Source: an optimization exercise on an open RTL-to-GDS flow (aim: small area). Production flows keep margins and buffers that such runs may drop. In this exercise RTL edits were held to simulation tests only and were not proved equivalent to the original. Power is estimated from default activity; no workload was simulated.

==> flow/design.v (excerpt) <==
module clutchcamassy(clk, rst, clch_latch, power, cont_angle, clch_angle, rc1, rc2, rc3, rc4, rc5, rc6, rc7, rc8, rc9, rc12, rl1, rl2, rl3, rl10, sccb);
Size in the first run: roughly 210 cells after synthesis, about 83 I/O pins.
export LEC_CHECK = 0
export ABC_AREA = 1
export CAP_MARGIN = 20
export CORE_MARGIN = 2
export CORE_UTILIZATION = 40
export CTS_BUF_LIST = sky130_fd_sc_hd__clkbuf_2 sky130_fd_sc_hd__clkbuf_4
export SLEW_MARGIN = 20
create_clock -name core_clock -period 35.0 [get_ports {clk}]
standard.sh (not shown) runs the stock make flow with config.mk's settings and CLKGATE_MAP_FILE= SYNTH_SCRIPT=/design/flow/synth_recipe.tcl, a recipe that flattens the netlist after the stock synthesis.
==> flow/flow/run.sh <==
#!/bin/bash
# Own layout flow: the standard flow, with three changes that cut cell area.
#  1. After the standard synthesis, the combinational cells between the flip-flops are re-mapped
#     by Yosys/ABC for area (flow/reopt.tcl with flow/remap.abc). Every flip-flop keeps its cell
#     and its name.
#  2. Port buffers are buf_1 (BUFFER_PORTS_ARGS), not the larger cell buffer_ports picks itself.
#  3. The constant-0 outputs share one tie cell (SKIP_REPAIR_TIE_FANOUT) instead of one each.
# Each tool's full output goes to a log file in this folder.
set -euo pipefail
here=$(pwd)
res=$here/orfs/results/$FLOW_PLATFORM/clutchcamassy/base
YOSYS=${YOSYS_EXE:-$FLOW_HOME/../tools/install/yosys/bin/yosys}
[[ -x $YOSYS ]] || YOSYS=yosys

bash standard.sh synth > log_1_synth.txt 2>&1

cp $res/1_2_yosys.v $here/standard_synth.v
REOPT_IN=$here/standard_synth.v REOPT_OUT=$here/reopt.v REOPT_SCRIPT=$here/flow/remap.abc \
  $YOSYS -c $here/flow/reopt.tcl > log_2_reopt.txt 2>&1
cp $here/reopt.v $res/1_2_yosys.v
touch $res/1_2_yosys.v
rm -f $res/1_synth.odb $res/1_synth.sdc

export SKIP_REPAIR_TIE_FANOUT=1
export BUFFER_PORTS_ARGS="-buffer_cell sky130_fd_sc_hd__buf_1"
export CTS_ARGS="-sink_clustering_enable -sink_clustering_size 12 -sink_clustering_max_diameter 500 -sink_buffer_max_cap_derate 1.0 -repair_clock_nets -buf_list sky130_fd_sc_hd__clkbuf_2 -dont_use_dummy_load"
bash standard.sh > log_3_layout.txt 2>&1
Other scripts of this flow, unchanged in this note and not shown: flow/flow/remap.abc, flow/flow/reopt.tcl
Next try:
--- a/flow/flow/run.sh
+++ b/flow/flow/run.sh
@@ -26 +26 @@
-export CTS_ARGS="-sink_clustering_enable -sink_clustering_size 12 -sink_clustering_max_diameter 500 -sink_buffer_max_cap_derate 1.0 -repair_clock_nets -buf_list sky130_fd_sc_hd__clkbuf_2 -dont_use_dummy_load"
+export CTS_ARGS="-repair_clock_nets -buf_list sky130_fd_sc_hd__clkbuf_2 -dont_use_dummy_load"
=> Design area does not change. Power does not change. Area after synthesis does not change. Setup slack stays the same.
Next try:
--- a/flow/flow/run.sh
+++ b/flow/flow/run.sh
@@ -26 +26 @@
-export CTS_ARGS="-repair_clock_nets -buf_list sky130_fd_sc_hd__clkbuf_2 -dont_use_dummy_load"
+export CTS_ARGS="-repair_clock_nets -buf_list sky130_fd_sc_hd__clkbuf_4 -dont_use_dummy_load"
Worst setup slack gets better by 0.040 ns.
Clock power rises by 24%.
First-iteration DRC count falls by about 25%.
Design area rises by 0.63%.

clutchcamassy, a different RTL version from the one above (not shown whole).
Size: roughly 200 cells after synthesis, roughly 83 I/O pins, ~1300 um^2 of cells after synthesis.
// clutchcamassy
module clutchcamassy(clk, rst, clch_latch, power, cont_angle, clch_angle, rc1, rc2, rc3, rc4, rc5, rc6, rc7, rc8, rc9, rc12, rl1, rl2, rl3, rl10, sccb);
==> flow/config.mk <==
export PLATFORM = sky130hd
export DESIGN_NAME = clutchcamassy
export DESIGN_NICKNAME = clutchcamassy
export VERILOG_FILES = /design/flow/design.v
export SDC_FILE = /design/flow/constraint.sdc
export NUM_CORES = 4
export LEC_CHECK = 0
export ABC_AREA = 1
export CAP_MARGIN = 20
export CORE_MARGIN = 2
export CORE_UTILIZATION = 40
export SLEW_MARGIN = 20
==> flow/constraint.sdc <==
create_clock -name core_clock -period 35.0 [get_ports {clk}]
set_input_delay 7.0000 -clock core_clock [delete_from_list [all_inputs] [get_ports {clk}]]
set_output_delay 7.0000 -clock core_clock [all_outputs]
set_load 0.01 [all_outputs]
==> flow/flow/run.sh <==
#!/bin/bash
# Own layout flow: the standard flow, with four changes that cut cell area.
#  1. After the standard synthesis, the combinational cells between the flip-flops are re-mapped
#     by Yosys/ABC for area (flow/reopt.tcl tries flow/remap_*.abc and keeps the smallest).
#     Every flip-flop keeps its cell and its name.
#  2. Port buffers are buf_1 (BUFFER_PORTS_ARGS), not the larger cell buffer_ports picks itself.
#  3. The constant-0 outputs share one tie cell (SKIP_REPAIR_TIE_FANOUT) instead of one each.
#  4. Clock tree: clkbuf_2 buffers only, without sink clustering or dummy loads (CTS_ARGS).
# Each tool's full output goes to a log file in this folder.
set -euo pipefail
here=$(pwd)
res=$here/orfs/results/$FLOW_PLATFORM/clutchcamassy/base
YOSYS=${YOSYS_EXE:-$FLOW_HOME/../tools/install/yosys/bin/yosys}
[[ -x $YOSYS ]] || YOSYS=yosys

bash standard.sh synth > log_1_synth.txt 2>&1

cp $res/1_2_yosys.v $here/standard_synth.v
REOPT_IN=$here/standard_synth.v REOPT_OUT=$here/reopt.v REOPT_DIR=$here/flow \
  $YOSYS -c $here/flow/reopt.tcl > log_2_reopt.txt 2>&1
cp $here/reopt.v $res/1_2_yosys.v
touch $res/1_2_yosys.v
rm -f $res/1_synth.odb $res/1_synth.sdc

export SKIP_REPAIR_TIE_FANOUT=1
export BUFFER_PORTS_ARGS="-buffer_cell sky130_fd_sc_hd__buf_1"
export CTS_ARGS="-repair_clock_nets -buf_list sky130_fd_sc_hd__clkbuf_2 -dont_use_dummy_load"
bash standard.sh > log_3_layout.txt 2>&1
Other scripts of this flow, unchanged in this note and not shown: flow/flow/remap_1.abc, flow/flow/remap_2.abc, flow/flow/remap_3.abc, flow/flow/remap_4.abc, flow/flow/remap_5.abc, flow/flow/remap_6.abc, flow/flow/reopt.tcl
The first run ran to the end with no violations.
Rerun with:
--- a/flow/flow/run.sh
+++ b/flow/flow/run.sh
@@ -27 +27 @@
-export CTS_ARGS="-repair_clock_nets -buf_list sky130_fd_sc_hd__clkbuf_2 -dont_use_dummy_load"
+export CTS_ARGS="-repair_clock_nets -root_buf sky130_fd_sc_hd__clkbuf_2 -buf_list sky130_fd_sc_hd__clkbuf_4 -dont_use_dummy_load"
Outcome: Sequential share of layout area stays the same. Non-clock buffer count stays the same. Die area is unchanged. Clock power barely changes.
Rerun with:
--- a/flow/flow/run.sh
+++ b/flow/flow/run.sh
@@ -27 +27 @@
-export CTS_ARGS="-repair_clock_nets -root_buf sky130_fd_sc_hd__clkbuf_2 -buf_list sky130_fd_sc_hd__clkbuf_4 -dont_use_dummy_load"
+export CTS_ARGS="-sink_clustering_enable -sink_clustering_size 12 -sink_clustering_max_diameter 1000 -sink_clustering_levels 1 -repair_clock_nets -buf_list sky130_fd_sc_hd__clkbuf_4 -dont_use_dummy_load"
After rerunning: Clock skew decreases by 0.0045 ns. Via count shrinks slightly. Utilization came out higher by 0.25 points. Setup slack gets better by 0.023 ns.

[what the ideal ports hide]
No port has a modelled driver above. Below, the same layouts with a new extraction and two added sets of constraints. Step 1, drivers: a clkbuf_16 drives clk and a buf_2 each remaining input, both assumed. Step 2 also shifts input and output timing later by t, the mid clock arrival at the registers, as if the neighbouring blocks saw the same clock. Three values: ideal ports, drivers, drivers and shift; two values: the first two.
run | t, ns | setup slack, ns | worst slew at a driven data input, ns | pins driven straight from the clock port
the first run of note 1 | 0.279 | 25.111 / 25.092 / 25.371 | 0.04 | 1
the second run of note 1 | 0.279 | 25.111 / 25.092 / 25.371 | 0.04 | 1
the third run of note 1 | 0.288 | 25.151 / 25.131 / 25.419 | 0.03 | 1
the first run of note 2 | 0.290 | 25.751 / 25.730 / 26.020 | 0.03 | 1
the second run of note 2 | 0.290 | 25.751 / 25.730 / 26.020 | 0.03 | 1
the third run of note 2 | 0.294 | 25.774 / 25.752 / 26.046 | 0.03 | 1
After both steps every run listed still meets setup and hold.
